Context: an optimization exercise on an open-source flow, tuned for small area, a short achievable clock period and few clock cycles per item. The choices shown serve that exercise and are no tape-out recipe.
Function was checked by simulation only, so behaviour that the tests miss may differ from the original.
Power is estimated from default activity; no workload was simulated.

==> flow/design.v <==
module booth_multiplier(
    input         clk,
    input         reset_n,
    input         op_start,
    input         op_clear,
    input  [31:0] multiplier,
    input  [31:0] multiplicand,
    output        op_done,
    output [63:0] result
);
  reg       busy, done;
  reg [2:0] cnt;
  wire      idle = !busy && !done;
  wire      fin  = cnt[2];                        
  wire      last = (cnt == 3'd3);         
  reg  [31:0] m_q;           
  reg  [31:0] lo_q;          
  reg  [31:0] s_q, c_q;      
  reg  [7:0]  rs_q, rc_q;    
  reg         cy_q;          
  reg  [3:0]  one_q, two_q, ng_q;   
  function [11:0] enc;
    input [7:0] b;
    input       bm;
    integer i;
    reg [8:0] x;
    begin
      x = {b, bm};
      for (i = 0; i < 4; i = i + 1) begin
        enc[i]         = x[2*i+1] ^ x[2*i];
        enc[4+i]     = (x[2*i+2] & ~x[2*i+1] & ~x[2*i]) | (~x[2*i+2] & x[2*i+1] & x[2*i]);
        enc[8+i]   = x[2*i+2];
      end
    end
  endfunction
  wire [11:0] enc_next = busy ? enc(lo_q[15:8], lo_q[7]) : enc(multiplier[7:0], 1'b0);
  wire [32:0] mg0 = ({33{one_q[0]}} & {m_q[31], m_q}) | ({33{two_q[0]}} & {m_q, 1'b0});
  wire [32:0] pp0 = mg0 ^ {33{ng_q[0]}};
  wire [32:0] e0 = {~pp0[32], pp0[31:0]};
  wire [32:0] mg1 = ({33{one_q[1]}} & {m_q[31], m_q}) | ({33{two_q[1]}} & {m_q, 1'b0});
  wire [32:0] pp1 = mg1 ^ {33{ng_q[1]}};
  wire [32:0] e1 = {~pp1[32], pp1[31:0]};
  wire [32:0] mg2 = ({33{one_q[2]}} & {m_q[31], m_q}) | ({33{two_q[2]}} & {m_q, 1'b0});
  wire [32:0] pp2 = mg2 ^ {33{ng_q[2]}};
  wire [32:0] e2 = {~pp2[32], pp2[31:0]};
  wire [32:0] mg3 = ({33{one_q[3]}} & {m_q[31], m_q}) | ({33{two_q[3]}} & {m_q, 1'b0});
  wire [32:0] pp3 = mg3 ^ {33{ng_q[3]}};
  wire [32:0] e3 = {~pp3[32], pp3[31:0]};
  wire fs1;
  wire fc2;
  wire hs3;
  wire hc4;
  wire hs5;
  wire hc6;
  wire fs7;
  wire fc8;
  wire fs9;
  wire fc10;
  wire hs11;
  wire hc12;
  wire hs13;
  wire hc14;
  wire fs15;
  wire fc16;
  wire fs17;
  wire fc18;
  wire fs19;
  wire fc20;
  wire fs21;
  wire fc22;
  wire hs23;
  wire hc24;
  wire fs25;
  wire fc26;
  wire hs27;
  wire hc28;
  wire fs29;
  wire fc30;
  wire fs31;
  wire fc32;
  wire fs33;
  wire fc34;
  wire fs35;
  wire fc36;
  wire fs37;
  wire fc38;
  wire fs39;
  wire fc40;
  wire fs41;
  wire fc42;
  wire hs43;
  wire hc44;
  wire hs45;
  wire hc46;
  wire fs47;
  wire fc48;
  wire fs49;
  wire fc50;
  wire fs51;
  wire fc52;
  wire fs53;
  wire fc54;
  wire fs55;
  wire fc56;
  wire fs57;
  wire fc58;
  wire fs59;
  wire fc60;
  wire fs61;
  wire fc62;
  wire fs63;
  wire fc64;
  wire fs65;
  wire fc66;
  wire fs67;
  wire fc68;
  wire fs69;
  wire fc70;
  wire fs71;
  wire fc72;
  wire fs73;
  wire fc74;
  wire hs75;
  wire hc76;
  wire fs77;
  wire fc78;
  wire fs79;
  wire fc80;
  wire fs81;
  wire fc82;
  wire fs83;
  wire fc84;
  wire fs85;
  wire fc86;
  wire fs87;
  wire fc88;
  wire fs89;
  wire fc90;
  wire fs91;
  wire fc92;
  wire fs93;
  wire fc94;
  wire hs95;
  wire hc96;
  wire fs97;
  wire fc98;
  wire fs99;
  wire fc100;
  wire fs101;
  wire fc102;
  wire fs103;
  wire fc104;
  wire fs105;
  wire fc106;
  wire fs107;
  wire fc108;
  wire fs109;
  wire fc110;
  wire fs111;
  wire fc112;
  wire fs113;
  wire fc114;
  wire hs115;
  wire hc116;
  wire fs117;
  wire fc118;
  wire fs119;
  wire fc120;
  wire fs121;
  wire fc122;
  wire fs123;
  wire fc124;
  wire fs125;
  wire fc126;
  wire fs127;
  wire fc128;
  wire fs129;
  wire fc130;
  wire fs131;
  wire fc132;
  wire fs133;
  wire fc134;
  wire hs135;
  wire hc136;
  wire fs137;
  wire fc138;
  wire fs139;
  wire fc140;
  wire fs141;
  wire fc142;
  wire fs143;
  wire fc144;
  wire fs145;
  wire fc146;
  wire fs147;
  wire fc148;
  wire fs149;
  wire fc150;
  wire fs151;
  wire fc152;
  wire fs153;
  wire fc154;
  wire hs155;
  wire hc156;
  wire fs157;
  wire fc158;
  wire fs159;
  wire fc160;
  wire fs161;
  wire fc162;
  wire fs163;
  wire fc164;
  wire fs165;
  wire fc166;
  wire fs167;
  wire fc168;
  wire fs169;
  wire fc170;
  wire fs171;
  wire fc172;
  wire fs173;
  wire fc174;
  wire hs175;
  wire hc176;
  wire fs177;
  wire fc178;
  wire fs179;
  wire fc180;
  wire fs181;
  wire fc182;
  wire fs183;
  wire fc184;
  wire fs185;
  wire fc186;
  wire fs187;
  wire fc188;
  wire fs189;
  wire fc190;
  wire fs191;
  wire fc192;
  wire fs193;
  wire fc194;
  wire hs195;
  wire hc196;
  wire fs197;
  wire fc198;
  wire fs199;
  wire fc200;
  wire fs201;
  wire fc202;
  wire fs203;
  wire fc204;
  wire fs205;
  wire fc206;
  wire fs207;
  wire fc208;
  wire fs209;
  wire fc210;
  wire fs211;
  wire fc212;
  wire fs213;
  wire fc214;
  wire hs215;
  wire hc216;
  wire fs217;
  wire fc218;
  wire fs219;
  wire fc220;
  wire fs221;
  wire fc222;
  wire fs223;
  wire fc224;
  wire fs225;
  wire fc226;
  wire fs227;
  wire fc228;
  wire fs229;
  wire fc230;
  wire fs231;
  wire fc232;
  wire fs233;
  wire fc234;
  wire hs235;
  wire hc236;
  wire fs237;
  wire fc238;
  wire fs239;
  wire fc240;
  wire fs241;
  wire fc242;
  wire fs243;
  wire fc244;
  wire fs245;
  wire fc246;
  wire fs247;
  wire fc248;
  wire fs249;
  wire fc250;
  wire fs251;
  wire fc252;
  wire fs253;
  wire fc254;
  wire hs255;
  wire hc256;
  wire fs257;
  wire fc258;
  wire fs259;
  wire fc260;
  wire fs261;
  wire fc262;
  wire fs263;
  wire fc264;
  wire fs265;
  wire fc266;
  wire fs267;
  wire fc268;
  wire fs269;
  wire fc270;
  wire fs271;
  wire fc272;
  wire fs273;
  wire fc274;
  wire hs275;
  wire hc276;
  wire fs277;
  wire fc278;
  wire fs279;
  wire fc280;
  wire fs281;
  wire fc282;
  wire fs283;
  wire fc284;
  wire fs285;
  wire fc286;
  wire fs287;
  wire fc288;
  wire fs289;
  wire fc290;
  wire fs291;
  wire fc292;
  wire fs293;
  wire fc294;
  wire fs295;
  wire fc296;
  wire hs297;
  wire hc298;
  wire fs299;
  wire fc300;
  wire fs301;
  wire fc302;
  wire fs303;
  wire fc304;
  wire fs305;
  wire fc306;
  wire fs307;
  wire fc308;
  wire fs309;
  wire fc310;
  wire hs311;
  wire hc312;
  wire hs313;
  wire hc314;
  wire fs315;
  wire fc316;
  wire fs317;
  wire fc318;
  wire hs319;
  wire hc320;
  wire hs321;
  wire hc322;
  wire fs323;
  wire fc324;
  mul_fa u_fs1 (.a(c_q[0]), .b(ng_q[0]), .ci(s_q[0]), .s(fs1), .co(fc2));
  mul_ha u_hs3 (.a(c_q[1]), .b(s_q[1]), .s(hs3), .c(hc4));
  mul_ha u_hs5 (.a(hs3), .b(fc2), .s(hs5), .c(hc6));
  mul_fa u_fs7 (.a(c_q[2]), .b(ng_q[1]), .ci(s_q[2]), .s(fs7), .co(fc8));
  mul_fa u_fs9 (.a(hc4), .b(fs7), .ci(e0[2]), .s(fs9), .co(fc10));
  mul_ha u_hs11 (.a(e1[0]), .b(hc6), .s(hs11), .c(hc12));
  mul_ha u_hs13 (.a(c_q[3]), .b(s_q[3]), .s(hs13), .c(hc14));
  mul_fa u_fs15 (.a(hs13), .b(fc8), .ci(e0[3]), .s(fs15), .co(fc16));
  mul_fa u_fs17 (.a(e1[1]), .b(hc12), .ci(fc10), .s(fs17), .co(fc18));
  mul_fa u_fs19 (.a(c_q[4]), .b(ng_q[2]), .ci(s_q[4]), .s(fs19), .co(fc20));
  mul_fa u_fs21 (.a(hc14), .b(fs19), .ci(e0[4]), .s(fs21), .co(fc22));
  mul_ha u_hs23 (.a(e1[2]), .b(e2[0]), .s(hs23), .c(hc24));
  mul_fa u_fs25 (.a(hs23), .b(fc16), .ci(fs21), .s(fs25), .co(fc26));
  mul_ha u_hs27 (.a(c_q[5]), .b(s_q[5]), .s(hs27), .c(hc28));
  mul_fa u_fs29 (.a(hs27), .b(fc20), .ci(e0[5]), .s(fs29), .co(fc30));
  mul_fa u_fs31 (.a(e1[3]), .b(e2[1]), .ci(hc24), .s(fs31), .co(fc32));
  mul_fa u_fs33 (.a(fc22), .b(fs29), .ci(fs31), .s(fs33), .co(fc34));
  mul_fa u_fs35 (.a(c_q[6]), .b(ng_q[3]), .ci(s_q[6]), .s(fs35), .co(fc36));
  mul_fa u_fs37 (.a(hc28), .b(fs35), .ci(e0[6]), .s(fs37), .co(fc38));
  mul_fa u_fs39 (.a(e1[4]), .b(e2[2]), .ci(e3[0]), .s(fs39), .co(fc40));
  mul_fa u_fs41 (.a(fc30), .b(fs37), .ci(fs39), .s(fs41), .co(fc42));
  mul_ha u_hs43 (.a(fc32), .b(fs41), .s(hs43), .c(hc44));
  mul_ha u_hs45 (.a(c_q[7]), .b(s_q[7]), .s(hs45), .c(hc46));
  mul_fa u_fs47 (.a(hs45), .b(fc36), .ci(e0[7]), .s(fs47), .co(fc48));
  mul_fa u_fs49 (.a(e1[5]), .b(e2[3]), .ci(e3[1]), .s(fs49), .co(fc50));
  mul_fa u_fs51 (.a(fc38), .b(fc40), .ci(fs47), .s(fs51), .co(fc52));
  mul_fa u_fs53 (.a(fs49), .b(fc42), .ci(fs51), .s(fs53), .co(fc54));
  mul_fa u_fs55 (.a(c_q[8]), .b(s_q[8]), .ci(hc46), .s(fs55), .co(fc56));
  mul_fa u_fs57 (.a(last), .b(e0[8]), .ci(e1[6]), .s(fs57), .co(fc58));
  mul_fa u_fs59 (.a(e2[4]), .b(e3[2]), .ci(fs55), .s(fs59), .co(fc60));
  mul_fa u_fs61 (.a(fc48), .b(fc50), .ci(fs57), .s(fs61), .co(fc62));
  mul_fa u_fs63 (.a(fs59), .b(fc52), .ci(fs61), .s(fs63), .co(fc64));
  mul_fa u_fs65 (.a(c_q[9]), .b(s_q[9]), .ci(last), .s(fs65), .co(fc66));
  mul_fa u_fs67 (.a(e0[9]), .b(e1[7]), .ci(e2[5]), .s(fs67), .co(fc68));
  mul_fa u_fs69 (.a(e3[3]), .b(fc56), .ci(fs65), .s(fs69), .co(fc70));
  mul_fa u_fs71 (.a(fc58), .b(fs67), .ci(fc60), .s(fs71), .co(fc72));
  mul_fa u_fs73 (.a(fs69), .b(fc62), .ci(fs71), .s(fs73), .co(fc74));
  mul_ha u_hs75 (.a(c_q[10]), .b(s_q[10]), .s(hs75), .c(hc76));
  mul_fa u_fs77 (.a(hs75), .b(e0[10]), .ci(e1[8]), .s(fs77), .co(fc78));
  mul_fa u_fs79 (.a(e2[6]), .b(e3[4]), .ci(fc66), .s(fs79), .co(fc80));
  mul_fa u_fs81 (.a(fc68), .b(fs77), .ci(fc70), .s(fs81), .co(fc82));
  mul_fa u_fs83 (.a(fs79), .b(fc72), .ci(fs81), .s(fs83), .co(fc84));
  mul_fa u_fs85 (.a(c_q[11]), .b(s_q[11]), .ci(hc76), .s(fs85), .co(fc86));
  mul_fa u_fs87 (.a(last), .b(e0[11]), .ci(e1[9]), .s(fs87), .co(fc88));
  mul_fa u_fs89 (.a(e2[7]), .b(e3[5]), .ci(fs85), .s(fs89), .co(fc90));
  mul_fa u_fs91 (.a(fc78), .b(fs87), .ci(fc80), .s(fs91), .co(fc92));
  mul_fa u_fs93 (.a(fs89), .b(fc82), .ci(fs91), .s(fs93), .co(fc94));
  mul_ha u_hs95 (.a(c_q[12]), .b(s_q[12]), .s(hs95), .c(hc96));
  mul_fa u_fs97 (.a(hs95), .b(e0[12]), .ci(e1[10]), .s(fs97), .co(fc98));
  mul_fa u_fs99 (.a(e2[8]), .b(e3[6]), .ci(fc86), .s(fs99), .co(fc100));
  mul_fa u_fs101 (.a(fc88), .b(fs97), .ci(fc90), .s(fs101), .co(fc102));
  mul_fa u_fs103 (.a(fs99), .b(fc92), .ci(fs101), .s(fs103), .co(fc104));
  mul_fa u_fs105 (.a(c_q[13]), .b(s_q[13]), .ci(hc96), .s(fs105), .co(fc106));
  mul_fa u_fs107 (.a(last), .b(e0[13]), .ci(e1[11]), .s(fs107), .co(fc108));
  mul_fa u_fs109 (.a(e2[9]), .b(e3[7]), .ci(fs105), .s(fs109), .co(fc110));
  mul_fa u_fs111 (.a(fc98), .b(fs107), .ci(fc100), .s(fs111), .co(fc112));
  mul_fa u_fs113 (.a(fs109), .b(fc102), .ci(fs111), .s(fs113), .co(fc114));
  mul_ha u_hs115 (.a(c_q[14]), .b(s_q[14]), .s(hs115), .c(hc116));
  mul_fa u_fs117 (.a(hs115), .b(e0[14]), .ci(e1[12]), .s(fs117), .co(fc118));
  mul_fa u_fs119 (.a(e2[10]), .b(e3[8]), .ci(fc106), .s(fs119), .co(fc120));
  mul_fa u_fs121 (.a(fc108), .b(fs117), .ci(fc110), .s(fs121), .co(fc122));
  mul_fa u_fs123 (.a(fs119), .b(fc112), .ci(fs121), .s(fs123), .co(fc124));
  mul_fa u_fs125 (.a(c_q[15]), .b(s_q[15]), .ci(hc116), .s(fs125), .co(fc126));
  mul_fa u_fs127 (.a(last), .b(e0[15]), .ci(e1[13]), .s(fs127), .co(fc128));
  mul_fa u_fs129 (.a(e2[11]), .b(e3[9]), .ci(fs125), .s(fs129), .co(fc130));
  mul_fa u_fs131 (.a(fc118), .b(fs127), .ci(fc120), .s(fs131), .co(fc132));
  mul_fa u_fs133 (.a(fs129), .b(fc122), .ci(fs131), .s(fs133), .co(fc134));
  mul_ha u_hs135 (.a(c_q[16]), .b(s_q[16]), .s(hs135), .c(hc136));
  mul_fa u_fs137 (.a(hs135), .b(e0[16]), .ci(e1[14]), .s(fs137), .co(fc138));
  mul_fa u_fs139 (.a(e2[12]), .b(e3[10]), .ci(fc126), .s(fs139), .co(fc140));
  mul_fa u_fs141 (.a(fc128), .b(fs137), .ci(fc130), .s(fs141), .co(fc142));
  mul_fa u_fs143 (.a(fs139), .b(fc132), .ci(fs141), .s(fs143), .co(fc144));
  mul_fa u_fs145 (.a(c_q[17]), .b(s_q[17]), .ci(hc136), .s(fs145), .co(fc146));
  mul_fa u_fs147 (.a(last), .b(e0[17]), .ci(e1[15]), .s(fs147), .co(fc148));
  mul_fa u_fs149 (.a(e2[13]), .b(e3[11]), .ci(fs145), .s(fs149), .co(fc150));
  mul_fa u_fs151 (.a(fc138), .b(fs147), .ci(fc140), .s(fs151), .co(fc152));
  mul_fa u_fs153 (.a(fs149), .b(fc142), .ci(fs151), .s(fs153), .co(fc154));
  mul_ha u_hs155 (.a(c_q[18]), .b(s_q[18]), .s(hs155), .c(hc156));
  mul_fa u_fs157 (.a(hs155), .b(e0[18]), .ci(e1[16]), .s(fs157), .co(fc158));
  mul_fa u_fs159 (.a(e2[14]), .b(e3[12]), .ci(fc146), .s(fs159), .co(fc160));
  mul_fa u_fs161 (.a(fc148), .b(fs157), .ci(fc150), .s(fs161), .co(fc162));
  mul_fa u_fs163 (.a(fs159), .b(fc152), .ci(fs161), .s(fs163), .co(fc164));
  mul_fa u_fs165 (.a(c_q[19]), .b(s_q[19]), .ci(hc156), .s(fs165), .co(fc166));
  mul_fa u_fs167 (.a(last), .b(e0[19]), .ci(e1[17]), .s(fs167), .co(fc168));
  mul_fa u_fs169 (.a(e2[15]), .b(e3[13]), .ci(fs165), .s(fs169), .co(fc170));
  mul_fa u_fs171 (.a(fc158), .b(fs167), .ci(fc160), .s(fs171), .co(fc172));
  mul_fa u_fs173 (.a(fs169), .b(fc162), .ci(fs171), .s(fs173), .co(fc174));
  mul_ha u_hs175 (.a(c_q[20]), .b(s_q[20]), .s(hs175), .c(hc176));
  mul_fa u_fs177 (.a(hs175), .b(e0[20]), .ci(e1[18]), .s(fs177), .co(fc178));
  mul_fa u_fs179 (.a(e2[16]), .b(e3[14]), .ci(fc166), .s(fs179), .co(fc180));
  mul_fa u_fs181 (.a(fc168), .b(fs177), .ci(fc170), .s(fs181), .co(fc182));
  mul_fa u_fs183 (.a(fs179), .b(fc172), .ci(fs181), .s(fs183), .co(fc184));
  mul_fa u_fs185 (.a(c_q[21]), .b(s_q[21]), .ci(hc176), .s(fs185), .co(fc186));
  mul_fa u_fs187 (.a(last), .b(e0[21]), .ci(e1[19]), .s(fs187), .co(fc188));
  mul_fa u_fs189 (.a(e2[17]), .b(e3[15]), .ci(fs185), .s(fs189), .co(fc190));
  mul_fa u_fs191 (.a(fc178), .b(fs187), .ci(fc180), .s(fs191), .co(fc192));
  mul_fa u_fs193 (.a(fs189), .b(fc182), .ci(fs191), .s(fs193), .co(fc194));
  mul_ha u_hs195 (.a(c_q[22]), .b(s_q[22]), .s(hs195), .c(hc196));
  mul_fa u_fs197 (.a(hs195), .b(e0[22]), .ci(e1[20]), .s(fs197), .co(fc198));
  mul_fa u_fs199 (.a(e2[18]), .b(e3[16]), .ci(fc186), .s(fs199), .co(fc200));
  mul_fa u_fs201 (.a(fc188), .b(fs197), .ci(fc190), .s(fs201), .co(fc202));
  mul_fa u_fs203 (.a(fs199), .b(fc192), .ci(fs201), .s(fs203), .co(fc204));
  mul_fa u_fs205 (.a(c_q[23]), .b(s_q[23]), .ci(hc196), .s(fs205), .co(fc206));
  mul_fa u_fs207 (.a(last), .b(e0[23]), .ci(e1[21]), .s(fs207), .co(fc208));
  mul_fa u_fs209 (.a(e2[19]), .b(e3[17]), .ci(fs205), .s(fs209), .co(fc210));
  mul_fa u_fs211 (.a(fc198), .b(fs207), .ci(fc200), .s(fs211), .co(fc212));
  mul_fa u_fs213 (.a(fs209), .b(fc202), .ci(fs211), .s(fs213), .co(fc214));
  mul_ha u_hs215 (.a(c_q[24]), .b(s_q[24]), .s(hs215), .c(hc216));
  mul_fa u_fs217 (.a(hs215), .b(e0[24]), .ci(e1[22]), .s(fs217), .co(fc218));
  mul_fa u_fs219 (.a(e2[20]), .b(e3[18]), .ci(fc206), .s(fs219), .co(fc220));
  mul_fa u_fs221 (.a(fc208), .b(fs217), .ci(fc210), .s(fs221), .co(fc222));
  mul_fa u_fs223 (.a(fs219), .b(fc212), .ci(fs221), .s(fs223), .co(fc224));
  mul_fa u_fs225 (.a(c_q[25]), .b(s_q[25]), .ci(hc216), .s(fs225), .co(fc226));
  mul_fa u_fs227 (.a(last), .b(e0[25]), .ci(e1[23]), .s(fs227), .co(fc228));
  mul_fa u_fs229 (.a(e2[21]), .b(e3[19]), .ci(fs225), .s(fs229), .co(fc230));
  mul_fa u_fs231 (.a(fc218), .b(fs227), .ci(fc220), .s(fs231), .co(fc232));
  mul_fa u_fs233 (.a(fs229), .b(fc222), .ci(fs231), .s(fs233), .co(fc234));
  mul_ha u_hs235 (.a(c_q[26]), .b(s_q[26]), .s(hs235), .c(hc236));
  mul_fa u_fs237 (.a(hs235), .b(e0[26]), .ci(e1[24]), .s(fs237), .co(fc238));
  mul_fa u_fs239 (.a(e2[22]), .b(e3[20]), .ci(fc226), .s(fs239), .co(fc240));
  mul_fa u_fs241 (.a(fc228), .b(fs237), .ci(fc230), .s(fs241), .co(fc242));
  mul_fa u_fs243 (.a(fs239), .b(fc232), .ci(fs241), .s(fs243), .co(fc244));
  mul_fa u_fs245 (.a(c_q[27]), .b(s_q[27]), .ci(hc236), .s(fs245), .co(fc246));
  mul_fa u_fs247 (.a(last), .b(e0[27]), .ci(e1[25]), .s(fs247), .co(fc248));
  mul_fa u_fs249 (.a(e2[23]), .b(e3[21]), .ci(fs245), .s(fs249), .co(fc250));
  mul_fa u_fs251 (.a(fc238), .b(fs247), .ci(fc240), .s(fs251), .co(fc252));
  mul_fa u_fs253 (.a(fs249), .b(fc242), .ci(fs251), .s(fs253), .co(fc254));
  mul_ha u_hs255 (.a(c_q[28]), .b(s_q[28]), .s(hs255), .c(hc256));
  mul_fa u_fs257 (.a(hs255), .b(e0[28]), .ci(e1[26]), .s(fs257), .co(fc258));
  mul_fa u_fs259 (.a(e2[24]), .b(e3[22]), .ci(fc246), .s(fs259), .co(fc260));
  mul_fa u_fs261 (.a(fc248), .b(fs257), .ci(fc250), .s(fs261), .co(fc262));
  mul_fa u_fs263 (.a(fs259), .b(fc252), .ci(fs261), .s(fs263), .co(fc264));
  mul_fa u_fs265 (.a(c_q[29]), .b(s_q[29]), .ci(hc256), .s(fs265), .co(fc266));
  mul_fa u_fs267 (.a(last), .b(e0[29]), .ci(e1[27]), .s(fs267), .co(fc268));
  mul_fa u_fs269 (.a(e2[25]), .b(e3[23]), .ci(fs265), .s(fs269), .co(fc270));
  mul_fa u_fs271 (.a(fc258), .b(fs267), .ci(fc260), .s(fs271), .co(fc272));
  mul_fa u_fs273 (.a(fs269), .b(fc262), .ci(fs271), .s(fs273), .co(fc274));
  mul_ha u_hs275 (.a(c_q[30]), .b(s_q[30]), .s(hs275), .c(hc276));
  mul_fa u_fs277 (.a(hs275), .b(e0[30]), .ci(e1[28]), .s(fs277), .co(fc278));
  mul_fa u_fs279 (.a(e2[26]), .b(e3[24]), .ci(fc266), .s(fs279), .co(fc280));
  mul_fa u_fs281 (.a(fc268), .b(fs277), .ci(fc270), .s(fs281), .co(fc282));
  mul_fa u_fs283 (.a(fs279), .b(fc272), .ci(fs281), .s(fs283), .co(fc284));
  mul_fa u_fs285 (.a(c_q[31]), .b(s_q[31]), .ci(hc276), .s(fs285), .co(fc286));
  mul_fa u_fs287 (.a(last), .b(e0[31]), .ci(e1[29]), .s(fs287), .co(fc288));
  mul_fa u_fs289 (.a(e2[27]), .b(e3[25]), .ci(fs285), .s(fs289), .co(fc290));
  mul_fa u_fs291 (.a(fc278), .b(fs287), .ci(fc280), .s(fs291), .co(fc292));
  mul_fa u_fs293 (.a(fs289), .b(fc282), .ci(fs291), .s(fs293), .co(fc294));
  mul_fa u_fs295 (.a(e0[32]), .b(e1[30]), .ci(e2[28]), .s(fs295), .co(fc296));
  mul_ha u_hs297 (.a(e3[26]), .b(fc286), .s(hs297), .c(hc298));
  mul_fa u_fs299 (.a(hs297), .b(fc288), .ci(fs295), .s(fs299), .co(fc300));
  mul_fa u_fs301 (.a(fc290), .b(fc292), .ci(fs299), .s(fs301), .co(fc302));
  mul_fa u_fs303 (.a(last), .b(e1[31]), .ci(e2[29]), .s(fs303), .co(fc304));
  mul_fa u_fs305 (.a(e3[27]), .b(hc298), .ci(fc296), .s(fs305), .co(fc306));
  mul_fa u_fs307 (.a(fs303), .b(fs305), .ci(fc300), .s(fs307), .co(fc308));
  mul_fa u_fs309 (.a(e1[32]), .b(e2[30]), .ci(e3[28]), .s(fs309), .co(fc310));
  mul_ha u_hs311 (.a(fc304), .b(fs309), .s(hs311), .c(hc312));
  mul_ha u_hs313 (.a(hs311), .b(fc306), .s(hs313), .c(hc314));
  mul_fa u_fs315 (.a(last), .b(e2[31]), .ci(e3[29]), .s(fs315), .co(fc316));
  mul_fa u_fs317 (.a(fc310), .b(fs315), .ci(hc312), .s(fs317), .co(fc318));
  mul_ha u_hs319 (.a(e2[32]), .b(e3[30]), .s(hs319), .c(hc320));
  mul_ha u_hs321 (.a(hs319), .b(fc316), .s(hs321), .c(hc322));
  mul_fa u_fs323 (.a(last), .b(e3[31]), .ci(hc320), .s(fs323), .co(fc324));
  wire [39:0] sn = {last, e3[32], hc322, fc318, hc314, fc308, fc302, fc294, fc284, fc274, fc264, fc254, fc244, fc234, fc224, fc214, fc204, fc194, fc184, fc174, fc164, fc154, fc144, fc134, fc124, fc114, fc104, fc94, fc84, fc74, fc64, fc54, hc44, fc34, fc26, fc18, fs15, fs9, e0[1], e0[0]};
  wire [39:0] cn = {1'b0, fc324, fs323, hs321, fs317, hs313, fs307, fs301, fs293, fs283, fs273, fs263, fs253, fs243, fs233, fs223, fs213, fs203, fs193, fs183, fs173, fs163, fs153, fs143, fs133, fs123, fs113, fs103, fs93, fs83, fs73, fs63, fs53, hs43, fs33, fs25, fs17, hs11, hs5, fs1};
  wire [39:0] ad_sum;
  wire        ad_cy;                     
  mul_add40 u_ad (.a({s_q, rs_q}), .b({c_q, rc_q}), .ci(cy_q), .s(ad_sum), .ct(ad_cy));
  assign op_done = done;
  assign result  = {s_q[31:0], lo_q};
  always @(posedge clk or negedge reset_n) begin
    if (!reset_n) begin
      busy <= 1'b0;
      done <= 1'b0;
    end else if (op_clear) begin
      busy <= 1'b0;
      done <= 1'b0;
    end else if (idle) begin
      busy <= op_start;
    end else if (busy && fin) begin
      busy <= 1'b0;
      done <= 1'b1;
    end
  end
  always @(posedge clk) begin
    cnt <= busy ? cnt + 3'd1 : 3'd0;
    if (!busy)
      m_q <= multiplicand;
    if (idle)
      lo_q <= multiplier;
    else if (busy)
      lo_q <= {ad_sum[7:0], lo_q[31:8]};
    if (idle)
      s_q  <= 0;
    else if (busy)
      s_q  <= fin ? ad_sum[39:8] : sn[39:8];
    c_q  <= busy ? cn[39:8] : 32'd0;
    rs_q <= busy ? sn[7:0] : 8'd0;
    rc_q <= busy ? cn[7:0] : 8'd0;
    cy_q <= busy & ad_cy;
    {ng_q, two_q, one_q} <= enc_next;
  end
endmodule
module mul_fa(input a, input b, input ci, output s, output co);
  assign s  = a ^ b ^ ci;
  assign co = (a & b) | (ci & (a ^ b));
endmodule
module mul_ha(input a, input b, output s, output c);
  assign s = a ^ b;
  assign c = a & b;
endmodule
module mul_add40(input [39:0] a, input [39:0] b, input ci, output [39:0] s, output ct);
  wire [39:0] p = a ^ b;
  wire [39:0] g0 = a & b;
  wire [39:0] g = {g0[39:1], g0[0] | (p[0] & ci)};
  wire gg1 = g[1] | (p[1] & g[0]);
  wire pq2 = p[1] & p[0];
  wire gg3 = g[3] | (p[3] & g[2]);
  wire pq4 = p[3] & p[2];
  wire gg5 = g[5] | (p[5] & g[4]);
  wire pq6 = p[5] & p[4];
  wire gg7 = g[7] | (p[7] & g[6]);
  wire pq8 = p[7] & p[6];
  wire gg9 = g[9] | (p[9] & g[8]);
  wire pq10 = p[9] & p[8];
  wire gg11 = g[11] | (p[11] & g[10]);
  wire pq12 = p[11] & p[10];
  wire gg13 = g[13] | (p[13] & g[12]);
  wire pq14 = p[13] & p[12];
  wire gg15 = g[15] | (p[15] & g[14]);
  wire pq16 = p[15] & p[14];
  wire gg17 = g[17] | (p[17] & g[16]);
  wire pq18 = p[17] & p[16];
  wire gg19 = g[19] | (p[19] & g[18]);
  wire pq20 = p[19] & p[18];
  wire gg21 = g[21] | (p[21] & g[20]);
  wire pq22 = p[21] & p[20];
  wire gg23 = g[23] | (p[23] & g[22]);
  wire pq24 = p[23] & p[22];
  wire gg25 = g[25] | (p[25] & g[24]);
  wire pq26 = p[25] & p[24];
  wire gg27 = g[27] | (p[27] & g[26]);
  wire pq28 = p[27] & p[26];
  wire gg29 = g[29] | (p[29] & g[28]);
  wire pq30 = p[29] & p[28];
  wire gg31 = g[31] | (p[31] & g[30]);
  wire pq32 = p[31] & p[30];
  wire gg33 = g[33] | (p[33] & g[32]);
  wire pq34 = p[33] & p[32];
  wire gg35 = g[35] | (p[35] & g[34]);
  wire pq36 = p[35] & p[34];
  wire gg37 = g[37] | (p[37] & g[36]);
  wire pq38 = p[37] & p[36];
  wire gg39 = g[39] | (p[39] & g[38]);
  wire pq40 = p[39] & p[38];
  wire gg41 = gg3 | (pq4 & gg1);
  wire pq42 = pq4 & pq2;
  wire gg43 = gg7 | (pq8 & gg5);
  wire pq44 = pq8 & pq6;
  wire gg45 = gg11 | (pq12 & gg9);
  wire pq46 = pq12 & pq10;
  wire gg47 = gg15 | (pq16 & gg13);
  wire pq48 = pq16 & pq14;
  wire gg49 = gg19 | (pq20 & gg17);
  wire pq50 = pq20 & pq18;
  wire gg51 = gg23 | (pq24 & gg21);
  wire pq52 = pq24 & pq22;
  wire gg53 = gg27 | (pq28 & gg25);
  wire pq54 = pq28 & pq26;
  wire gg55 = gg31 | (pq32 & gg29);
  wire pq56 = pq32 & pq30;
  wire gg57 = gg35 | (pq36 & gg33);
  wire pq58 = pq36 & pq34;
  wire gg59 = gg39 | (pq40 & gg37);
  wire pq60 = pq40 & pq38;
  wire gg61 = gg43 | (pq44 & gg41);
  wire pq62 = pq44 & pq42;
  wire gg63 = gg47 | (pq48 & gg45);
  wire pq64 = pq48 & pq46;
  wire gg65 = gg51 | (pq52 & gg49);
  wire pq66 = pq52 & pq50;
  wire gg67 = gg55 | (pq56 & gg53);
  wire pq68 = pq56 & pq54;
  wire gg69 = gg59 | (pq60 & gg57);
  wire pq70 = pq60 & pq58;
  wire gg71 = gg63 | (pq64 & gg61);
  wire pq72 = pq64 & pq62;
  wire gg73 = gg67 | (pq68 & gg65);
  wire pq74 = pq68 & pq66;
  wire gg75 = gg73 | (pq74 & gg71);
  wire pq76 = pq74 & pq72;
  wire gg77 = gg65 | (pq66 & gg71);
  wire pq78 = pq66 & pq72;
  wire gg79 = gg69 | (pq70 & gg75);
  wire pq80 = pq70 & pq76;
  wire gg81 = gg45 | (pq46 & gg61);
  wire pq82 = pq46 & pq62;
  wire gg83 = gg49 | (pq50 & gg71);
  wire pq84 = pq50 & pq72;
  wire gg85 = gg53 | (pq54 & gg77);
  wire pq86 = pq54 & pq78;
  wire gg87 = gg57 | (pq58 & gg75);
  wire pq88 = pq58 & pq76;
  wire gg89 = gg5 | (pq6 & gg41);
  wire pq90 = pq6 & pq42;
  wire gg91 = gg9 | (pq10 & gg61);
  wire pq92 = pq10 & pq62;
  wire gg93 = gg13 | (pq14 & gg81);
  wire pq94 = pq14 & pq82;
  wire gg95 = gg17 | (pq18 & gg71);
  wire pq96 = pq18 & pq72;
  wire gg97 = gg21 | (pq22 & gg83);
  wire pq98 = pq22 & pq84;
  wire gg99 = gg25 | (pq26 & gg77);
  wire pq100 = pq26 & pq78;
  wire gg101 = gg29 | (pq30 & gg85);
  wire pq102 = pq30 & pq86;
  wire gg103 = gg33 | (pq34 & gg75);
  wire pq104 = pq34 & pq76;
  wire gg105 = gg37 | (pq38 & gg87);
  wire pq106 = pq38 & pq88;
  wire gg107 = g[2] | (p[2] & gg1);
  wire pq108 = p[2] & pq2;
  wire gg109 = g[4] | (p[4] & gg41);
  wire pq110 = p[4] & pq42;
  wire gg111 = g[6] | (p[6] & gg89);
  wire pq112 = p[6] & pq90;
  wire gg113 = g[8] | (p[8] & gg61);
  wire pq114 = p[8] & pq62;
  wire gg115 = g[10] | (p[10] & gg91);
  wire pq116 = p[10] & pq92;
  wire gg117 = g[12] | (p[12] & gg81);
  wire pq118 = p[12] & pq82;
  wire gg119 = g[14] | (p[14] & gg93);
  wire pq120 = p[14] & pq94;
  wire gg121 = g[16] | (p[16] & gg71);
  wire pq122 = p[16] & pq72;
  wire gg123 = g[18] | (p[18] & gg95);
  wire pq124 = p[18] & pq96;
  wire gg125 = g[20] | (p[20] & gg83);
  wire pq126 = p[20] & pq84;
  wire gg127 = g[22] | (p[22] & gg97);
  wire pq128 = p[22] & pq98;
  wire gg129 = g[24] | (p[24] & gg77);
  wire pq130 = p[24] & pq78;
  wire gg131 = g[26] | (p[26] & gg99);
  wire pq132 = p[26] & pq100;
  wire gg133 = g[28] | (p[28] & gg85);
  wire pq134 = p[28] & pq86;
  wire gg135 = g[30] | (p[30] & gg101);
  wire pq136 = p[30] & pq102;
  wire gg137 = g[32] | (p[32] & gg75);
  wire pq138 = p[32] & pq76;
  wire gg139 = g[34] | (p[34] & gg103);
  wire pq140 = p[34] & pq104;
  wire gg141 = g[36] | (p[36] & gg87);
  wire pq142 = p[36] & pq88;
  wire gg143 = g[38] | (p[38] & gg105);
  wire pq144 = p[38] & pq106;
  assign s = p ^ {gg143, gg105, gg141, gg87, gg139, gg103, gg137, gg75, gg135, gg101, gg133, gg85, gg131, gg99, gg129, gg77, gg127, gg97, gg125, gg83, gg123, gg95, gg121, gg71, gg119, gg93, gg117, gg81, gg115, gg91, gg113, gg61, gg111, gg89, gg109, gg41, gg107, gg1, g[0], ci};
  assign ct = gg61;
endmodule
==> flow/flow/run.sh <==
#!/bin/bash
# Standard layout, except: plain buf_1 cells as the port buffers, and a
# clock tree of clkbuf_4 cells without dummy loads.
export BUFFER_PORTS_ARGS="-buffer_cell sky130_fd_sc_hd__buf_1"
export CTS_ARGS="-sink_clustering_enable -repair_clock_nets -dont_use_dummy_load -root_buf sky130_fd_sc_hd__clkbuf_16 -buf_list \"sky130_fd_sc_hd__clkbuf_4 sky130_fd_sc_hd__clkbuf_8\""
bash standard.sh > standard.log 2>&1
==> flow/standard.sh <==
#!/bin/bash
# synth_recipe.tcl (not shown) runs the flow's synth.tcl, then flattens the netlist and writes it again
# the make line also repeats each setting of config.mk as NAME=value (left out here)
make -C /OpenROAD-flow-scripts/flow DESIGN_CONFIG=/design/flow/config.mk WORK_HOME=/design/flow/orfs CLKGATE_MAP_FILE= SYNTH_SCRIPT=/design/flow/synth_recipe.tcl "${@:-finish}"
==> flow/config.mk <==
export PLATFORM = sky130hd
export DESIGN_NAME = booth_multiplier
export DESIGN_NICKNAME = booth_multiplier
export VERILOG_FILES = /design/flow/design.v
export SDC_FILE = /design/flow/constraint.sdc
export NUM_CORES = 4
export LEC_CHECK = 0
export CAP_MARGIN = 20
export CORE_MARGIN = 2
export CORE_UTILIZATION = 40
export PLACE_DENSITY = 0.6
export SETUP_SLACK_MARGIN = 1.8
export SLEW_MARGIN = 20
export SYNTH_HIERARCHICAL = 1
export SYNTH_MINIMUM_KEEP_SIZE = 0
==> flow/constraint.sdc <==
create_clock -name core_clock -period 5.0 [get_ports {clk}]
set_input_delay 1.0000 -clock core_clock [delete_from_list [all_inputs] [get_ports {clk}]]
set_output_delay 1.0000 -clock core_clock [all_outputs]
set_load 0.01 [all_outputs]
==> impl_metrics.env, run 1 <==
export IMPL_io_pins=133
export IMPL_netlist_area_sq_um=13310
export IMPL_drv_cap=0
export IMPL_path_cells="inv_2 > fa_2 > inv_2 > fa_2 > a211oi_4 > o211ai_1 > nand4_1 > o221a_4 > o211a_4 > a21oi_4 > a211o_1 > fa_2 > a32oi_1 > o21ai_1"
export IMPL_clk_latency_ps=400
export IMPL_yosysSeqAreaShare=0.2911
export IMPL_total_power_mw=7.491
export IMPL_max_slew_margin_rel=0.4829
export IMPL_clock_fmax_mhz=309.9
export IMPL_p_leak_nw=5.618
export IMPL_grt_pass1_vias=9260
export IMPL_setup_tns_ps=0
export IMPL_syn_inst=1125
export IMPL_cts_sinks=161
export IMPL_die_area_sq_um=34750
export IMPL_avgViaCountPerCell=5.440
export IMPL_grt_antenna_before_repair=0
export IMPL_yosys_area_top_type="fa_1"
export IMPL_rsz0062_at_grt="true"
export IMPL_synth_main_ff_cell="dfxtp_1"
export IMPL_initial_core_util=0.4080
export IMPL_wl_per_cell_um=21.24
export IMPL_final_common_cell="fa_1"
export IMPL_grt_start_max_net_pins=100
export IMPL_finalNetCount=1487
export IMPL_area_growth_pct=7.240
export IMPL_instances_no_fill=1638
export IMPL_critPathBufInv=2
export IMPL_fin_util=0.4375
export IMPL_io_buffers=132
export IMPL_finalCritPeriodShare=0.6454
export IMPL_holdWs_ps=399.1
export IMPL_synth_top_cell_area_share=0.2392
export IMPL_overflow=0
export IMPL_cp_end_kind="flip-flop"
export IMPL_firstDrtPassIters=5
export IMPL_coreArea_sq_um=32620
export IMPL_wirelength_um=34790
export IMPL_dpl_cell_count=1613
export IMPL_ys_types=61
export IMPL_max_stage_delay_ps=430
export IMPL_startpoint_type="flip-flop"
export IMPL_track_usage=0.2042
export IMPL_timing_critical_path_mode_cell="fa_2"
export IMPL_n_antenna_cell=0
export IMPL_drtIter0Drc=785
export IMPL_worst_pin_slew_ps=775.6
export IMPL_grt_pass1_wl_um=54550
export IMPL_ys_top_cells_by_area="fa_1 (24%), edfxtp_1 (14%), dfxtp_1 (14%), xnor2_1 (9.3%), a22oi_1 (6.3%)"
export IMPL_setup_violations=0
export IMPL_powerDensity_nw_per_um2=524.9
export IMPL_synth_edf_count=64
export IMPL_slew_violations=0
export IMPL_crit_family="compound AO/OA/AOI/OAI gates"
export IMPL_die_w_um=186.4
export IMPL_cts_root_buf="clkbuf_16"
export IMPL_vias=8911
export IMPL_synthArstFlopShare=0.01242
export IMPL_clk_path_buf_depth=2
export IMPL_dp_hpwl_um=24360
export IMPL_drc=0
export IMPL_rows=66
export IMPL_cts_max_level=4
export IMPL_required_ps=5270
export IMPL_critical_path_class="reg -> reg"
export IMPL_die_h_um=186.4
export IMPL_crit_arrival_ps=3500
export IMPL_hold_violations=0
export IMPL_numCtsBuffers=17
export IMPL_postCtsHoldBufs=0
export IMPL_cts_tree="done"
export IMPL_n_fill_cell=3050
export IMPL_postRouteAntennaNets=0
export IMPL_cpMaxStageDelayCell="fa_2"
export IMPL_layout_cells_most_common_list="fa_1 (148), xnor2_1 (141), buf_1 (132)"
export IMPL_layout_drive_gt1_share=0.1120
export IMPL_gp_congestion=0.8332
export IMPL_ys_warn_count=7
export IMPL_fin_crit_ps=3227
export IMPL_ir_drop_v=0.0002146
export IMPL_synth_avg_cell_area_sq_um=11.83
export IMPL_min_path_type="in -> async"
export IMPL_fin_skew_ps=40.84
export IMPL_ys_ff_latch=161
export IMPL_outcome="complete, no violations"
export IMPL_clk_pin_slew_worst_paths_ps=70
export IMPL_worstPathMaxFanout=3
-- per-module statistics from Yosys (local to each module, per instance) --
module | cells inside | times used | flip-flops and latches | cell area, sq um
mul_fa | 1 | 138 | 0 | 20.02
mul_add40 | 201 | 1 | 0 | 1733
mul_ha | 1 | 24 | 0 | 12.51
booth_multiplier | 762 | 1 | 161 | 8512
-- stage by stage --
stage	area (sq um)	setup slack, ps
after floorplan	13310	1896
after global placement	13820	1610
after detailed placement	13820	1569
after CTS	14120	1687
after global routing	14270	1602
final	14270	1773
-- report_power, final --
| part | switching, mW | internal (mW) | total (mW) |
|---|---|---|---|
| registers | 0.494 | 1.68 | 2.17 |
| clock network | 0.452 | 0.322 | 0.774 |
| logic | 2.35 | 2.19 | 4.55 |
-- cell type report --
class | instances | area [sq um] | area share
tap | 442 | 553.0 | 0.03875
sequential | 161 | 3908 | 0.2738
inverter | 41 | 155.1 | 0.01087
multi-input combinational | 823 | 8726 | 0.6114
timing repair buffer | 154 | 684.4 | 0.04796
clock buffer | 17 | 245.2 | 0.01718
-- path summary, 6_finish.rpt --
check | start | to | slack [ps] | depth (start not counted)
setup / recovery | rs_q[0] | s_q[30] | 1770 | 14
hold / removal | reset_n | done | 400 | 1
setup reg to reg | rs_q[0] | s_q[30] | 1770 | 14
hold reg to reg | cnt[0] | cnt[0] | 420 | 1
max in group asynchronous | reset_n | busy | 4450 | 1
min in group core_clock | cnt[0] | cnt[0] | 420 | 1
-- timing repair --
item / CTS / global route
pin swaps: 15 / 24
endpoints found under the hold margin: 0 / 0
setup buffers: 1 / 6
resized for setup: 22 / 27
setup endpoints to repair: 47 / 26
-- cell usage after synthesis, drive strengths merged (3+ instances only) --
master,count
o21ai,43
nor2,14
a31oi,3
o21a,3
nor3,5
mux2,35
and2,49
ha,62
and3b,3
nand4,3
mux2i,31
clkbuf,11
a21oi,16
dfxtp,95
a22oi,124
xnor2,142
nand3,34
a21o,14
xor2,17
nand3b,3
and4,4
nor2b,3
fa,159
nand2,27
edfxtp,64
inv,41
and3,4
buf,90
o211ai,3
-- registers in the layout, summed over array words and instances (netlist names), 3 cells and up --
signal	count
c_q	31
rc_q	8
rs_q	8
s_q	32
m_q	32
one_q	4
two_q	4
lo_q	32
ng_q	4
cnt	3
-- kinds of logic after synthesis --
logic type               after synthesis  synth area share
other                                  1         0.0002818
buffers and inverters                142           0.06102
AO/OA/AOI/OAI                        221            0.1200
XOR/XNOR                             159            0.1046
flip-flops                           161            0.2911
AND/OR/NAND/NOR                      154           0.06440
adder cells (fa/ha/maj)              221            0.2975
multiplexers                          66           0.06111
-- per-layer routing --
layer,routed length (um),track usage
met1,15450,0.2780
met2,16810,0.3365
met3,2034,0.03461
met4,505,0.05631
met5,0,0
Testbench counts, summed over its fixed seeds: cycles 11,192, items 1,600.
==> inputs of run 2 (changes only) <==
--- a/flow/design.v
+++ b/flow/design.v
@@ -624,110 +624,166 @@
   wire pq38 = p[37] & p[36];
   wire gg39 = g[39] | (p[39] & g[38]);
   wire pq40 = p[39] & p[38];
-  wire gg41 = gg3 | (pq4 & gg1);
-  wire pq42 = pq4 & pq2;
-  wire gg43 = gg7 | (pq8 & gg5);
-  wire pq44 = pq8 & pq6;
-  wire gg45 = gg11 | (pq12 & gg9);
-  wire pq46 = pq12 & pq10;
-  wire gg47 = gg15 | (pq16 & gg13);
-  wire pq48 = pq16 & pq14;
-  wire gg49 = gg19 | (pq20 & gg17);
-  wire pq50 = pq20 & pq18;
-  wire gg51 = gg23 | (pq24 & gg21);
-  wire pq52 = pq24 & pq22;
-  wire gg53 = gg27 | (pq28 & gg25);
-  wire pq54 = pq28 & pq26;
-  wire gg55 = gg31 | (pq32 & gg29);
-  wire pq56 = pq32 & pq30;
-  wire gg57 = gg35 | (pq36 & gg33);
-  wire pq58 = pq36 & pq34;
-  wire gg59 = gg39 | (pq40 & gg37);
-  wire pq60 = pq40 & pq38;
-  wire gg61 = gg43 | (pq44 & gg41);
-  wire pq62 = pq44 & pq42;
-  wire gg63 = gg47 | (pq48 & gg45);
-  wire pq64 = pq48 & pq46;
-  wire gg65 = gg51 | (pq52 & gg49);
-  wire pq66 = pq52 & pq50;
-  wire gg67 = gg55 | (pq56 & gg53);
-  wire pq68 = pq56 & pq54;
-  wire gg69 = gg59 | (pq60 & gg57);
-  wire pq70 = pq60 & pq58;
-  wire gg71 = gg63 | (pq64 & gg61);
-  wire pq72 = pq64 & pq62;
-  wire gg73 = gg67 | (pq68 & gg65);
-  wire pq74 = pq68 & pq66;
-  wire gg75 = gg73 | (pq74 & gg71);
-  wire pq76 = pq74 & pq72;
-  wire gg77 = gg65 | (pq66 & gg71);
-  wire pq78 = pq66 & pq72;
-  wire gg79 = gg69 | (pq70 & gg75);
-  wire pq80 = pq70 & pq76;
-  wire gg81 = gg45 | (pq46 & gg61);
-  wire pq82 = pq46 & pq62;
-  wire gg83 = gg49 | (pq50 & gg71);
-  wire pq84 = pq50 & pq72;
-  wire gg85 = gg53 | (pq54 & gg77);
-  wire pq86 = pq54 & pq78;
-  wire gg87 = gg57 | (pq58 & gg75);
-  wire pq88 = pq58 & pq76;
-  wire gg89 = gg5 | (pq6 & gg41);
-  wire pq90 = pq6 & pq42;
-  wire gg91 = gg9 | (pq10 & gg61);
-  wire pq92 = pq10 & pq62;
-  wire gg93 = gg13 | (pq14 & gg81);
-  wire pq94 = pq14 & pq82;
-  wire gg95 = gg17 | (pq18 & gg71);
-  wire pq96 = pq18 & pq72;
-  wire gg97 = gg21 | (pq22 & gg83);
-  wire pq98 = pq22 & pq84;
-  wire gg99 = gg25 | (pq26 & gg77);
-  wire pq100 = pq26 & pq78;
-  wire gg101 = gg29 | (pq30 & gg85);
-  wire pq102 = pq30 & pq86;
-  wire gg103 = gg33 | (pq34 & gg75);
-  wire pq104 = pq34 & pq76;
-  wire gg105 = gg37 | (pq38 & gg87);
-  wire pq106 = pq38 & pq88;
-  wire gg107 = g[2] | (p[2] & gg1);
-  wire pq108 = p[2] & pq2;
-  wire gg109 = g[4] | (p[4] & gg41);
-  wire pq110 = p[4] & pq42;
-  wire gg111 = g[6] | (p[6] & gg89);
-  wire pq112 = p[6] & pq90;
-  wire gg113 = g[8] | (p[8] & gg61);
-  wire pq114 = p[8] & pq62;
-  wire gg115 = g[10] | (p[10] & gg91);
-  wire pq116 = p[10] & pq92;
-  wire gg117 = g[12] | (p[12] & gg81);
-  wire pq118 = p[12] & pq82;
-  wire gg119 = g[14] | (p[14] & gg93);
-  wire pq120 = p[14] & pq94;
-  wire gg121 = g[16] | (p[16] & gg71);
-  wire pq122 = p[16] & pq72;
-  wire gg123 = g[18] | (p[18] & gg95);
-  wire pq124 = p[18] & pq96;
-  wire gg125 = g[20] | (p[20] & gg83);
-  wire pq126 = p[20] & pq84;
-  wire gg127 = g[22] | (p[22] & gg97);
-  wire pq128 = p[22] & pq98;
-  wire gg129 = g[24] | (p[24] & gg77);
-  wire pq130 = p[24] & pq78;
-  wire gg131 = g[26] | (p[26] & gg99);
-  wire pq132 = p[26] & pq100;
-  wire gg133 = g[28] | (p[28] & gg85);
-  wire pq134 = p[28] & pq86;
-  wire gg135 = g[30] | (p[30] & gg101);
-  wire pq136 = p[30] & pq102;
-  wire gg137 = g[32] | (p[32] & gg75);
-  wire pq138 = p[32] & pq76;
-  wire gg139 = g[34] | (p[34] & gg103);
-  wire pq140 = p[34] & pq104;
-  wire gg141 = g[36] | (p[36] & gg87);
-  wire pq142 = p[36] & pq88;
-  wire gg143 = g[38] | (p[38] & gg105);
-  wire pq144 = p[38] & pq106;
-  assign s = p ^ {gg143, gg105, gg141, gg87, gg139, gg103, gg137, gg75, gg135, gg101, gg133, gg85, gg131, gg99, gg129, gg77, gg127, gg97, gg125, gg83, gg123, gg95, gg121, gg71, gg119, gg93, gg117, gg81, gg115, gg91, gg113, gg61, gg111, gg89, gg109, gg41, gg107, gg1, g[0], ci};
-  assign ct = gg61;
+  wire gg41 = g[2] | (p[2] & gg1);
+  wire pq42 = p[2] & pq2;
+  wire gg43 = gg3 | (pq4 & gg1);
+  wire pq44 = pq4 & pq2;
+  wire gg45 = g[6] | (p[6] & gg5);
+  wire pq46 = p[6] & pq6;
+  wire gg47 = gg7 | (pq8 & gg5);
+  wire pq48 = pq8 & pq6;
+  wire gg49 = g[10] | (p[10] & gg9);
+  wire pq50 = p[10] & pq10;
+  wire gg51 = gg11 | (pq12 & gg9);
+  wire pq52 = pq12 & pq10;
+  wire gg53 = g[14] | (p[14] & gg13);
+  wire pq54 = p[14] & pq14;
+  wire gg55 = gg15 | (pq16 & gg13);
+  wire pq56 = pq16 & pq14;
+  wire gg57 = g[18] | (p[18] & gg17);
+  wire pq58 = p[18] & pq18;
+  wire gg59 = gg19 | (pq20 & gg17);
+  wire pq60 = pq20 & pq18;
+  wire gg61 = g[22] | (p[22] & gg21);
+  wire pq62 = p[22] & pq22;
+  wire gg63 = gg23 | (pq24 & gg21);
+  wire pq64 = pq24 & pq22;
+  wire gg65 = g[26] | (p[26] & gg25);
+  wire pq66 = p[26] & pq26;
+  wire gg67 = gg27 | (pq28 & gg25);
+  wire pq68 = pq28 & pq26;
+  wire gg69 = g[30] | (p[30] & gg29);
+  wire pq70 = p[30] & pq30;
+  wire gg71 = gg31 | (pq32 & gg29);
+  wire pq72 = pq32 & pq30;
+  wire gg73 = g[34] | (p[34] & gg33);
+  wire pq74 = p[34] & pq34;
+  wire gg75 = gg35 | (pq36 & gg33);
+  wire pq76 = pq36 & pq34;
+  wire gg77 = g[38] | (p[38] & gg37);
+  wire pq78 = p[38] & pq38;
+  wire gg79 = gg39 | (pq40 & gg37);
+  wire pq80 = pq40 & pq38;
+  wire gg81 = g[4] | (p[4] & gg43);
+  wire pq82 = p[4] & pq44;
+  wire gg83 = gg5 | (pq6 & gg43);
+  wire pq84 = pq6 & pq44;
+  wire gg85 = gg45 | (pq46 & gg43);
+  wire pq86 = pq46 & pq44;
+  wire gg87 = gg47 | (pq48 & gg43);
+  wire pq88 = pq48 & pq44;
+  wire gg89 = g[12] | (p[12] & gg51);
+  wire pq90 = p[12] & pq52;
+  wire gg91 = gg13 | (pq14 & gg51);
+  wire pq92 = pq14 & pq52;
+  wire gg93 = gg53 | (pq54 & gg51);
+  wire pq94 = pq54 & pq52;
+  wire gg95 = gg55 | (pq56 & gg51);
+  wire pq96 = pq56 & pq52;
+  wire gg97 = g[20] | (p[20] & gg59);
+  wire pq98 = p[20] & pq60;
+  wire gg99 = gg21 | (pq22 & gg59);
+  wire pq100 = pq22 & pq60;
+  wire gg101 = gg61 | (pq62 & gg59);
+  wire pq102 = pq62 & pq60;
+  wire gg103 = gg63 | (pq64 & gg59);
+  wire pq104 = pq64 & pq60;
+  wire gg105 = g[28] | (p[28] & gg67);
+  wire pq106 = p[28] & pq68;
+  wire gg107 = gg29 | (pq30 & gg67);
+  wire pq108 = pq30 & pq68;
+  wire gg109 = gg69 | (pq70 & gg67);
+  wire pq110 = pq70 & pq68;
+  wire gg111 = gg71 | (pq72 & gg67);
+  wire pq112 = pq72 & pq68;
+  wire gg113 = g[36] | (p[36] & gg75);
+  wire pq114 = p[36] & pq76;
+  wire gg115 = gg37 | (pq38 & gg75);
+  wire pq116 = pq38 & pq76;
+  wire gg117 = gg77 | (pq78 & gg75);
+  wire pq118 = pq78 & pq76;
+  wire gg119 = gg79 | (pq80 & gg75);
+  wire pq120 = pq80 & pq76;
+  wire gg121 = g[8] | (p[8] & gg87);
+  wire pq122 = p[8] & pq88;
+  wire gg123 = gg9 | (pq10 & gg87);
+  wire pq124 = pq10 & pq88;
+  wire gg125 = gg49 | (pq50 & gg87);
+  wire pq126 = pq50 & pq88;
+  wire gg127 = gg51 | (pq52 & gg87);
+  wire pq128 = pq52 & pq88;
+  wire gg129 = gg89 | (pq90 & gg87);
+  wire pq130 = pq90 & pq88;
+  wire gg131 = gg91 | (pq92 & gg87);
+  wire pq132 = pq92 & pq88;
+  wire gg133 = gg93 | (pq94 & gg87);
+  wire pq134 = pq94 & pq88;
+  wire gg135 = gg95 | (pq96 & gg87);
+  wire pq136 = pq96 & pq88;
+  wire gg137 = g[24] | (p[24] & gg103);
+  wire pq138 = p[24] & pq104;
+  wire gg139 = gg25 | (pq26 & gg103);
+  wire pq140 = pq26 & pq104;
+  wire gg141 = gg65 | (pq66 & gg103);
+  wire pq142 = pq66 & pq104;
+  wire gg143 = gg67 | (pq68 & gg103);
+  wire pq144 = pq68 & pq104;
+  wire gg145 = gg105 | (pq106 & gg103);
+  wire pq146 = pq106 & pq104;
+  wire gg147 = gg107 | (pq108 & gg103);
+  wire pq148 = pq108 & pq104;
+  wire gg149 = gg109 | (pq110 & gg103);
+  wire pq150 = pq110 & pq104;
+  wire gg151 = gg111 | (pq112 & gg103);
+  wire pq152 = pq112 & pq104;
+  wire gg153 = g[16] | (p[16] & gg135);
+  wire pq154 = p[16] & pq136;
+  wire gg155 = gg17 | (pq18 & gg135);
+  wire pq156 = pq18 & pq136;
+  wire gg157 = gg57 | (pq58 & gg135);
+  wire pq158 = pq58 & pq136;
+  wire gg159 = gg59 | (pq60 & gg135);
+  wire pq160 = pq60 & pq136;
+  wire gg161 = gg97 | (pq98 & gg135);
+  wire pq162 = pq98 & pq136;
+  wire gg163 = gg99 | (pq100 & gg135);
+  wire pq164 = pq100 & pq136;
+  wire gg165 = gg101 | (pq102 & gg135);
+  wire pq166 = pq102 & pq136;
+  wire gg167 = gg103 | (pq104 & gg135);
+  wire pq168 = pq104 & pq136;
+  wire gg169 = gg137 | (pq138 & gg135);
+  wire pq170 = pq138 & pq136;
+  wire gg171 = gg139 | (pq140 & gg135);
+  wire pq172 = pq140 & pq136;
+  wire gg173 = gg141 | (pq142 & gg135);
+  wire pq174 = pq142 & pq136;
+  wire gg175 = gg143 | (pq144 & gg135);
+  wire pq176 = pq144 & pq136;
+  wire gg177 = gg145 | (pq146 & gg135);
+  wire pq178 = pq146 & pq136;
+  wire gg179 = gg147 | (pq148 & gg135);
+  wire pq180 = pq148 & pq136;
+  wire gg181 = gg149 | (pq150 & gg135);
+  wire pq182 = pq150 & pq136;
+  wire gg183 = gg151 | (pq152 & gg135);
+  wire pq184 = pq152 & pq136;
+  wire gg185 = g[32] | (p[32] & gg183);
+  wire pq186 = p[32] & pq184;
+  wire gg187 = gg33 | (pq34 & gg183);
+  wire pq188 = pq34 & pq184;
+  wire gg189 = gg73 | (pq74 & gg183);
+  wire pq190 = pq74 & pq184;
+  wire gg191 = gg75 | (pq76 & gg183);
+  wire pq192 = pq76 & pq184;
+  wire gg193 = gg113 | (pq114 & gg183);
+  wire pq194 = pq114 & pq184;
+  wire gg195 = gg115 | (pq116 & gg183);
+  wire pq196 = pq116 & pq184;
+  wire gg197 = gg117 | (pq118 & gg183);
+  wire pq198 = pq118 & pq184;
+  wire gg199 = gg119 | (pq120 & gg183);
+  wire pq200 = pq120 & pq184;
+  assign s = p ^ {gg197, gg195, gg193, gg191, gg189, gg187, gg185, gg183, gg181, gg179, gg177, gg175, gg173, gg171, gg169, gg167, gg165, gg163, gg161, gg159, gg157, gg155, gg153, gg135, gg133, gg131, gg129, gg127, gg125, gg123, gg121, gg87, gg85, gg83, gg81, gg43, gg41, gg1, g[0], ci};
+  assign ct = gg87;
 endmodule
--- a/flow/config.mk
+++ b/flow/config.mk
@@ -7,8 +7,8 @@
 export LEC_CHECK = 0
 export CAP_MARGIN = 20
 export CORE_MARGIN = 2
-export CORE_UTILIZATION = 40
-export PLACE_DENSITY = 0.6
+export CORE_UTILIZATION = 50
+export PLACE_DENSITY = 0.7
 export SETUP_SLACK_MARGIN = 1.8
 export SLEW_MARGIN = 20
 export SYNTH_HIERARCHICAL = 1
==> run 2 against run 1 <==
Effect of this change: non-clock buffer count grew 6; clock skew is 8.1 ps higher; via count grew 0.84%; synthesized cell count up 0.18%; final area shrank 1.8%; fmax grew 4.7%; total power decreased by 0.71%.
==> impl_metrics.env, run 2 <==
export IMPL_ys_ff_latch=161
export IMPL_yosysMostFrequentCell="xnor2_1"
export IMPL_hold_violations=0
export IMPL_n_fill_cell=2290
export IMPL_die_w_um=166.5
export IMPL_startpoint_type="flip-flop"
export IMPL_setup_tns_ps=0
export IMPL_worst_pin_slew_ps=756.3
export IMPL_finalCritPeriodShare=0.6163
export IMPL_clk_path_buf_depth=2
export IMPL_yosysSeqAreaShare=0.2934
export IMPL_drc=0
export IMPL_grt_pass1_vias=9250
export IMPL_internal_power_mw=4.204
export IMPL_ys_warn_count=7
export IMPL_switching_share=0.4348
export IMPL_clock_fmax_mhz=324.5
export IMPL_vias=8986
export IMPL_numCtsBuffers=17
export IMPL_min_path_type="in -> async"
export IMPL_avgViaCountPerCell=5.839
export IMPL_ys_types=64
export IMPL_critical_path_class="reg -> reg"
export IMPL_p_leak_nw=5.614
export IMPL_gp_congestion=0.8542
export IMPL_max_slew_margin_rel=0.4958
export IMPL_clk_pin_slew_worst_paths_ps=90
export IMPL_slew_violations=0
export IMPL_setup_worst_path_start="s_q[9]"
export IMPL_synth_main_ff_cell="dfxtp_1"
export IMPL_critPathBufInv=0
export IMPL_setup_violations=0
export IMPL_fin_util=0.5391
export IMPL_area_growth_pct=6.113
export IMPL_synth_common_cells="xnor2_1 (147), fa_1 (145), a22oi_1 (111)"
export IMPL_grt_pass1_wl_um=51180
export IMPL_clk_latency_ps=400
export IMPL_final_cell_area_sq_um=14010
export IMPL_drv_cap=0
export IMPL_die_area_sq_um=27720
export IMPL_yosys_area_top_type="fa_1"
export IMPL_worstPathMaxFanout=4
export IMPL_die_h_um=166.5
export IMPL_crit_family="compound AO/OA/AOI/OAI gates"
export IMPL_io_buffers=132
export IMPL_outcome="complete, no violations"
export IMPL_r2r_start="s_q[9]"
export IMPL_reg_largest_list="lo_q x32, m_q x32, s_q x32"
export IMPL_wirelength_um=31930
export IMPL_syn_inst=1127
export IMPL_rsz0062_at_grt="true"
export IMPL_timing_critical_path_mode_cell="o21ai_0"
export IMPL_synth_top_cell_area_share=0.2199
export IMPL_n_antenna_cell=0
export IMPL_cpMaxStageDelayCell="dfxtp_1"
export IMPL_path_cells="ha_1 > a21oi_1 > o21ai_0 > a21oi_1 > o21ai_0 > a21o_2 > fa_1 > xor2_1 > mux2i_1 > o21ai_0"
export IMPL_crit_arrival_ps=3330
export IMPL_cts_root_buf="clkbuf_16"
export IMPL_track_usage=0.2343
export IMPL_io_pins=133
export IMPL_clockPowerShare=0.102
export IMPL_overflow=0
export IMPL_dp_hpwl_um=23440
export IMPL_ir_drop_v=0.0002297
export IMPL_cts_max_level=4
export IMPL_initial_core_util=0.5081
export IMPL_cp_end_kind="flip-flop"
export IMPL_final_common_cell="xnor2_1"
export IMPL_cts_tree="done"
export IMPL_layout_drive_gt1_share=0.1047
export IMPL_fin_skew_ps=48.90
export IMPL_wl_per_cell_um=20.75
export IMPL_coreArea_sq_um=25980
export IMPL_fin_crit_ps=3081
export IMPL_cts_sinks=161
export IMPL_p_seq_frac=0.281
export IMPL_netlist_area_sq_um=13200
export IMPL_synth_edf_count=64
export IMPL_drtIter0Drc=750
export IMPL_postRouteAntennaNets=0
export IMPL_synthArstFlopShare=0.01242
export IMPL_max_stage_delay_ps=470
export IMPL_synth_avg_cell_area_sq_um=11.71
export IMPL_ys_top_cells_by_area="fa_1 (22%), edfxtp_1 (15%), dfxtp_1 (14%), xnor2_1 (9.8%), a22oi_1 (6.3%)"
export IMPL_post_dp_cell_area_sq_um=13600
export IMPL_rows=59
export IMPL_required_ps=5250
export IMPL_grt_antenna_before_repair=0
export IMPL_power_frac_comb=0.618
export IMPL_finalNetCount=1482
export IMPL_postCtsHoldBufs=0
export IMPL_layout_cells_most_common_list="xnor2_1 (147), fa_1 (145), buf_1 (132)"
export IMPL_firstDrtPassIters=7
export IMPL_grt_start_max_net_pins=69
export IMPL_powerDensity_nw_per_um2=530.9
export IMPL_p_sw_mw=3.234
==> run 2: modules after synthesis, one instance, submodules excluded <==
module / cell area (sq um) / copies in the design / flops+latches
mul_fa: 20.02 / 138 / 0
booth_multiplier: 8512 / 1 / 161
mul_ha: 12.51 / 24 / 0
mul_add40: 1628 / 1 / 0
==> run 2: stage by stage <==
stage / setup WS, ps / cells / hold slack [ps] / power [mW]
6_report: 1919 / 1539 / 394.2 / 7.438
2_1_floorplan: 1896 / 1128 / 389.6 / 5.340
4_1_cts: 1822 / 1530 / 383.5 / 7.465
3_5_place_dp: 1462 / 1511 / 410.5 / 6.705
3_3_place_gp: 1571 / 1511 / 401.7 / 6.564
5_1_grt: 1742 / 1539 / 380.1 / 8.180
==> run 2: what timing repair did <==
| item | in CTS | in global routing |
|---|---|---|
| setup buffers | 2 | 9 |
| gates resized for setup | 6 | 11 |
| cloned | 0 | 0 |
| setup endpoints to repair | 59 | 20 |
| pin swaps | 1 | 5 |
==> run 2: logic make-up (layout without fill, tap and decap cells) <==
family / count (synthesis) / count (layout) / share of synthesized area
AOI/OAI and AO/OA: 241 / 241 / 0.1321
xor gates and xnor gates: 171 / 171 / 0.1134
adders and majority gates: 208 / 208 / 0.2796
buffers and inverters: 123 / 199 / 0.05610
DFF: 161 / 161 / 0.2934
muxes: 66 / 66 / 0.06160
other: 1 / 2 / 0.0002840
and+or+nand+nor: 156 / 156 / 0.06350
==> run 2: worst paths after layout <==
check                          end  slack (ps)  cells after the start
min in group core_clock     cnt[0]         420                      1
hold / removal                busy         390                      1
setup reg to reg           s_q[25]        1920                     10
max in group asynchronous     busy        4450                      1
setup / recovery           s_q[25]        1920                     10
hold reg to reg             cnt[0]         420                      1
==> run 2: worst reg2reg max path, cell delays in order (launching register included) <==
cell and delay, ps:
dfxtp_1 470, ha_1 320, a21oi_1 130, o21ai_0 160, a21oi_1 440, o21ai_0 360
a21o_2 320, fa_1 370, xor2_1 170, mux2i_1 130, o21ai_0 90
==> run 2: power by group through the flow <==
stage	Sequential, mW	Combinational [mW]	Clock, mW
2_1_floorplan	1.95	3.39	0
4_1_cts	2.08	4.61	0.769
3_3_place_gp	2.10	4.46	0
5_1_grt	2.14	5.23	0.817
6_report	2.09	4.59	0.756
3_5_place_dp	2.11	4.59	0
==> run 2: cell type report <==
cell class                      instances  area [sq um]  area share
Multi-Input combinational cell        844          8642      0.6169
Sequential cell                       161          3901      0.2785
Timing Repair Buffer                  160         718.2     0.05126
Tap cell                              335         419.2     0.02992
Clock buffer                           17         245.2     0.01750
Inverter                               22         83.83    0.005984
==> run 2: layer usage <==
metal	vias up	routed length, um	GRT usage
met1	4499	13690	0.3246
met5	-	0	0
met3	69	1895	0.04206
met2	339	15530	0.3780
li1	4079	-	-
met4	0	816	0.07046
Testbench counts of run 2, summed over its fixed seeds: cycles 11,192, items 1,600.

## port drivers added, routing unchanged
Ports are ideal in the flow. The routed layouts listed here were re-timed in OpenROAD.
Step 1 (the two cells are an assumption about what drives the block):
set clk [get_ports {clk}]
set_driving_cell -lib_cell sky130_fd_sc_hd__clkbuf_16 $clk
set_driving_cell -lib_cell sky130_fd_sc_hd__buf_2 [delete_from_list [all_inputs] $clk]
Step 2 also shifts input and output timing later by t, the mid clock arrival at the registers, as if the neighbouring blocks saw the same clock.
Three values: ideal ports, drivers, drivers and shift; two values: the first two.
run | shift t [ns] | setup slack, ns | slew at the worst register clock pin (ns) | cell pins on the clock port's net
run 1 | 0.432 | 1.773 / 1.773 / 1.773 | 0.11 / 0.11 | 1
run 2 | 0.422 | 1.919 / 1.919 / 1.919 | 0.11 / 0.11 | 1
After both steps every run listed still meets setup and hold.
